Background: an optimization exercise with open tools, aiming at small area and a short achievable clock period. Do not read the settings as production practice.
Only simulation tests tie the RTL to the original design; equivalence was not proved.
Power is estimated from default activity; no workload was simulated.

==> flow/design.v <==
module rbFIFO(clock,rst,dataIn,push,pop,dataOut,full,empty);
    input         clock;
    input         rst;
    input  [63:0] dataIn;
    input         push;
    input         pop;
    output [63:0] dataOut;
    output        full;
    output        empty;
    reg    [63:0] mem [1:31];
    reg    [63:0] dout;
    reg     [4:0] rt;         
    reg     [4:0] rh;         
    reg    [31:1] rsel;       
    reg    [31:1] wsel;       
    reg           full;
    reg           empty;
    reg           ram_empty;  
    reg           afull;      
    function [4:0] inc;
        input [4:0] s;
        inc = {s[3:0], s[4] ^ s[2]};
    endfunction
    wire push_eff = push & ~full;
    wire pop_eff  = pop & ~empty & ~push_eff;
    wire load     = empty | (pop_eff & ~ram_empty);
    reg [4:0] rt_n, rh_n;
    reg       full_n, empty_n;
    always @* begin
        rt_n    = rt;
        rh_n    = rh;
        full_n  = full;
        empty_n = empty;
        if (rst) begin
            rt_n    = 5'd1;
            rh_n    = 5'd1;
            full_n  = 1'b0;
            empty_n = 1'b1;
        end else if (push_eff) begin
            if (~empty) rt_n = inc(rt);
            full_n  = afull;
            empty_n = 1'b0;
        end else if (pop_eff) begin
            if (ram_empty) empty_n = 1'b1;
            else rh_n = inc(rh);
            full_n = 1'b0;
        end
    end
    wire ram_empty_n = (rh_n == rt_n) & ~full_n;
    integer i;
    always @(posedge clock) begin
        rt        <= rt_n;
        rh        <= rh_n;
        full      <= full_n;
        empty     <= empty_n;
        ram_empty <= ram_empty_n;
        afull     <= (inc(rt_n) == rh_n);
        for (i = 1; i < 32; i = i + 1)
            wsel[i] <= (rt_n == i) & ~full_n;
        for (i = 1; i < 32; i = i + 1)
            rsel[i] <= (rh_n == i) & ~ram_empty_n;
    end
    always @(posedge clock) begin
        for (i = 1; i < 32; i = i + 1)
            if (wsel[i]) mem[i] <= dataIn;
    end
    wire [63:0] wd [0:31];
    wire [31:0] sd;
    assign wd[0] = dataIn;
    assign sd[0] = ram_empty;
    genvar g, b;
    generate
        for (g = 1; g < 32; g = g + 1) begin : gw
            assign wd[g] = mem[g];
            assign sd[g] = rsel[g];
        end
    endgenerate
    wire [63:0] rdata;
    wire [63:0] dout_n;
    generate
        for (b = 0; b < 64; b = b + 1) begin : gb
            wire [10:0] n;
            for (g = 0; g < 10; g = g + 1) begin : gs
                rbfifo_aoi222 u (.a0(wd[3*g][b]), .s0(sd[3*g]),
                                 .a1(wd[3*g+1][b]), .s1(sd[3*g+1]),
                                 .a2(wd[3*g+2][b]), .s2(sd[3*g+2]),
                                 .y(n[g]));
            end
            rbfifo_aoi22 u10 (.a0(wd[30][b]), .s0(sd[30]),
                              .a1(wd[31][b]), .s1(sd[31]), .y(n[10]));
            assign rdata[b] = ~&n;
            rbfifo_mux2 um (.a(dout[b]), .b(rdata[b]), .s(load), .y(dout_n[b]));
        end
    endgenerate
    always @(posedge clock)
        dout <= dout_n;
    assign dataOut = dout;
endmodule
module rbfifo_aoi222(a0, s0, a1, s1, a2, s2, y);
    input  a0, s0, a1, s1, a2, s2;
    output y;
    assign y = ~((a0 & s0) | (a1 & s1) | (a2 & s2));
endmodule
module rbfifo_aoi22(a0, s0, a1, s1, y);
    input  a0, s0, a1, s1;
    output y;
    assign y = ~((a0 & s0) | (a1 & s1));
endmodule
module rbfifo_mux2(a, b, s, y);
    input  a, b, s;
    output y;
    assign y = s ? b : a;
endmodule
make LEC_CHECK=0 CAP_MARGIN=20 CORE_MARGIN=2 CORE_UTILIZATION=65 SETUP_SLACK_MARGIN=3.1 SLEW_MARGIN=20 SYNTH_HIERARCHICAL=1 SYNTH_MINIMUM_KEEP_SIZE=0 finish   # period 5.5 ns
run.sh (not shown) runs the stock make flow with config.mk's settings and CLKGATE_MAP_FILE= SYNTH_SCRIPT=/design/flow/synth_recipe.tcl, a recipe that flattens the netlist after the stock synthesis.
Change:
--- a/flow/design.v
+++ b/flow/design.v
@@ -43,34 +43,33 @@
         end else if (pop_eff) begin
             if (ram_empty) empty_n = 1'b1;
             else rh_n = inc(rh);
             full_n = 1'b0;
         end
     end
-    wire ram_empty_n = (rh_n == rt_n) & ~full_n;
     integer i;
     always @(posedge clock) begin
         rt        <= rt_n;
         rh        <= rh_n;
         full      <= full_n;
         empty     <= empty_n;
-        ram_empty <= ram_empty_n;
+        ram_empty <= (rh_n == rt_n) & ~full_n;
         afull     <= (inc(rt_n) == rh_n);
         for (i = 1; i < 32; i = i + 1)
             wsel[i] <= (rt_n == i) & ~full_n;
         for (i = 1; i < 32; i = i + 1)
-            rsel[i] <= (rh_n == i) & ~ram_empty_n;
+            rsel[i] <= (rh_n == i) & ~empty_n;
     end
     always @(posedge clock) begin
         for (i = 1; i < 32; i = i + 1)
             if (wsel[i]) mem[i] <= dataIn;
     end
     wire [63:0] wd [0:31];
     wire [31:0] sd;
     assign wd[0] = dataIn;
-    assign sd[0] = ram_empty;
+    assign sd[0] = empty;
     genvar g, b;
     generate
         for (g = 1; g < 32; g = g + 1) begin : gw
             assign wd[g] = mem[g];
             assign sd[g] = rsel[g];
         end
Outcome: Global-route usage increases by 1.1 points; area after synthesis is about the same; clock skew is about the same; utilization decreases by 0.47 points; total power hardly moves; design area barely changes; clock power is about the same; setup slack improved by 0.058 ns; worst hold slack barely changes; via count increases by 0.93%.

* * *

Another version of the RTL of rbFIFO (not shown whole).
Size: about 130 I/O pins, about 74000 um2 of cells after synthesis.
==> module rbFIFO, before the edit <==
module rbFIFO(clock,rst,dataIn,push,pop,dataOut,full,empty);
    input         clock;
    input         rst;
    input  [63:0] dataIn;
    input         push;
    input         pop;
    output [63:0] dataOut;
    output        full;
    output        empty;
    reg    [63:0] mem [1:31];
    reg    [63:0] dout;
    reg     [4:0] rt;         
    reg     [4:0] rh;         
    reg    [31:1] rsel;       
    reg    [31:1] wsel;       
    reg           full;
    reg           empty;
    reg           ram_empty;  
    reg           afull;      
    function [4:0] inc;
        input [4:0] s;
        inc = {s[3:0], s[4] ^ s[2]};
    endfunction
    wire ram_one = (inc(rh) == rt);          
    wire ram_29  = (inc(inc(rt)) == rh);     
    reg [31:1] hcur, hnxt, tcur, tnxt;       
    integer i;
    always @* begin
        for (i = 1; i < 32; i = i + 1) begin
            hcur[i]      = (rh == i);
            hnxt[inc(i)] = (rh == i);
            tcur[i]      = (rt == i);
            tnxt[inc(i)] = (rt == i);
        end
    end
    wire push_eff = push & ~full;
    wire pop_eff  = pop & ~empty & ~push_eff;
    wire tadv     = push_eff & ~empty;       
    wire hadv     = pop_eff & ~ram_empty;    
    wire full_n      = ~rst & (push_eff ? afull : (~pop_eff & full));
    wire empty_n     = rst | (~push_eff & (pop_eff ? ram_empty : empty));
    wire ram_empty_n = rst | (push_eff ? empty : (pop_eff ? (ram_empty | ram_one) : ram_empty));
    wire afull_n     = ~rst & (push_eff ? ram_29 : (pop_eff ? full : afull));
    always @(posedge clock) begin
        full      <= full_n;
        empty     <= empty_n;
        ram_empty <= ram_empty_n;
        afull     <= afull_n;
        if (rst) begin
            rt <= 5'd1;
            rh <= 5'd1;
        end else begin
            if (tadv) rt <= inc(rt);
            if (hadv) rh <= inc(rh);
        end
        rsel <= (hadv ? hnxt : hcur) & {31{~ram_empty_n}};
        if (rst)
            wsel <= 31'd1;
        else
            wsel <= (tadv ? tnxt : tcur) & {31{~full_n}};
    end
    always @(posedge clock) begin
        for (i = 1; i < 32; i = i + 1)
            if (wsel[i]) mem[i] <= dataIn;
    end
    wire [63:0] wd [0:31];
    wire [31:0] sd;
    genvar g, b;
    generate
        for (g = 1; g < 32; g = g + 1) begin : gw
            assign wd[g-1] = mem[g];
            assign sd[g-1] = rsel[g];
        end
    endgenerate
    assign wd[31] = dataIn;
    assign sd[31] = ram_empty;
    wire [63:0] rdata;
    wire  [3:0] load_q;
    generate
        for (g = 0; g < 4; g = g + 1) begin : gl
            rbfifo_load ul (.push(push), .pop(pop), .full(full), .empty(empty),
                            .ram_empty(ram_empty), .load(load_q[g]));
        end
    endgenerate
    wire [63:0] dout_n;
    generate
        for (b = 0; b < 64; b = b + 1) begin : gb
            wire [11:0] n;
            for (g = 0; g < 10; g = g + 1) begin : gs
                rbfifo_aoi222 u (.a0(wd[3*g][b]), .s0(sd[3*g]),
                                 .a1(wd[3*g+1][b]), .s1(sd[3*g+1]),
                                 .a2(wd[3*g+2][b]), .s2(sd[3*g+2]),
                                 .y(n[g]));
            end
            assign n[10] = ~(wd[30][b] & sd[30]);
            assign n[11] = ~(wd[31][b] & sd[31]);
            assign rdata[b] = ~&n;
            rbfifo_mux2 um (.a(dout[b]), .b(rdata[b]), .s(load_q[b/16]), .y(dout_n[b]));
        end
    endgenerate
    always @(posedge clock)
        dout <= dout_n;
    assign dataOut = dout;
endmodule
==> module rbfifo_load, before the edit <==
module rbfifo_load(push, pop, full, empty, ram_empty, load);
    input  push, pop, full, empty, ram_empty;
    output load;
    assign load = empty | (pop & ~empty & ~(push & ~full) & ~ram_empty);
endmodule
==> flow/config.mk <==
export PLATFORM = sky130hd
export DESIGN_NAME = rbFIFO
export DESIGN_NICKNAME = rbFIFO
export VERILOG_FILES = /design/flow/design.v
export SDC_FILE = /design/flow/constraint.sdc
export NUM_CORES = 4
export LEC_CHECK = 0
export CAP_MARGIN = 20
export CORE_MARGIN = 2
export CORE_UTILIZATION = 65
export CTS_CLUSTER_DIAMETER = 80
export CTS_CLUSTER_SIZE = 24
export SETUP_SLACK_MARGIN = 3.15
export SLEW_MARGIN = 20
export SYNTH_HIERARCHICAL = 1
export SYNTH_MINIMUM_KEEP_SIZE = 0
==> flow/constraint.sdc <==
create_clock -name core_clock -period 5.5 [get_ports {clock}]
set_input_delay 1.1000 -clock core_clock [delete_from_list [all_inputs] [get_ports {clock}]]
set_output_delay 1.1000 -clock core_clock [all_outputs]
set_load 0.01 [all_outputs]
The first run completed without violations.
Change:
--- a/flow/design.v
+++ b/flow/design.v
@@ -36,8 +36,9 @@
     wire push_eff = push & ~full;
     wire pop_eff  = pop & ~empty & ~push_eff;
     wire tadv     = push_eff & ~empty;       
     wire hadv     = pop_eff & ~ram_empty;    
+    wire load     = empty | hadv;            
     wire full_n      = ~rst & (push_eff ? afull : (~pop_eff & full));
     wire empty_n     = rst | (~push_eff & (pop_eff ? ram_empty : empty));
     wire ram_empty_n = rst | (push_eff ? empty : (pop_eff ? (ram_empty | ram_one) : ram_empty));
     wire afull_n     = ~rst & (push_eff ? ram_29 : (pop_eff ? full : afull));
@@ -74,15 +75,8 @@
     endgenerate
     assign wd[31] = dataIn;
     assign sd[31] = ram_empty;
     wire [63:0] rdata;
-    wire  [3:0] load_q;
-    generate
-        for (g = 0; g < 4; g = g + 1) begin : gl
-            rbfifo_load ul (.push(push), .pop(pop), .full(full), .empty(empty),
-                            .ram_empty(ram_empty), .load(load_q[g]));
-        end
-    endgenerate
     wire [63:0] dout_n;
     generate
         for (b = 0; b < 64; b = b + 1) begin : gb
             wire [11:0] n;
@@ -94,9 +88,9 @@
             end
             assign n[10] = ~(wd[30][b] & sd[30]);
             assign n[11] = ~(wd[31][b] & sd[31]);
             assign rdata[b] = ~&n;
-            rbfifo_mux2 um (.a(dout[b]), .b(rdata[b]), .s(load_q[b/16]), .y(dout_n[b]));
+            rbfifo_mux2 um (.a(dout[b]), .b(rdata[b]), .s(load), .y(dout_n[b]));
         end
     endgenerate
     always @(posedge clock)
         dout <= dout_n;
@@ -111,9 +105,4 @@
     input  a, b, s;
     output y;
     assign y = s ? b : a;
 endmodule
-module rbfifo_load(push, pop, full, empty, ram_empty, load);
-    input  push, pop, full, empty, ram_empty;
-    output load;
-    assign load = empty | (pop & ~empty & ~(push & ~full) & ~ram_empty);
-endmodule
What happened: The new run completed with no timing, DRC or antenna violations. Critical path depth goes up by 3. Global-route usage drops by 2.8 points. Total power stays flat. Worst setup slack gains 0.0032 ns. Area after synthesis stays flat. Synthesized cell count came out lower by 0.77%. Final area is lower by 0.41%. Hold slack barely changes.

## separate check: timing with driven ports
The results above use ideal ports. As a check the final layouts listed here were re-extracted and re-timed, cells and wires unchanged.
Step 1, drivers: a clkbuf_16 drives clock and a buf_2 each remaining input, both assumed.
Step 2 adds t to the input delays and takes it off the output delays; t is the mean of the earliest and latest rising clock arrival at the registers after step 1. Input paths then give back, and output paths get back, about the clock's delay inside the block.
Three values: ideal, step 1, step 2; two values: the first two.
| run | t (ns) | setup slack, ns | hold slack, ns | slew at the worst register clock pin (ns) |
|---|---|---|---|---|
| the first run of note 1 | 0.861 | 3.024 / 2.999 / 2.290 | 0.478 / 0.478 / 0.478 | 0.07 / 0.07 |
| the second run of note 1 | 0.860 | 3.082 / 3.013 / 2.279 | 0.478 / 0.478 / 0.478 | 0.06 / 0.06 |
| the first run of note 2 | 0.788 | 3.043 / 3.043 / 2.441 | 0.483 / 0.483 / 0.483 | 0.10 / 0.10 |
| the second run of note 2 | 0.798 | 3.047 / 3.102 / 2.304 | 0.483 / 0.483 / 0.483 | 0.10 / 0.10 |
After both steps every run listed still meets setup and hold. The setup slack of the second run of note 1, which loses most, moves by -0.069 ns with the drivers and by -0.803 ns with both steps.
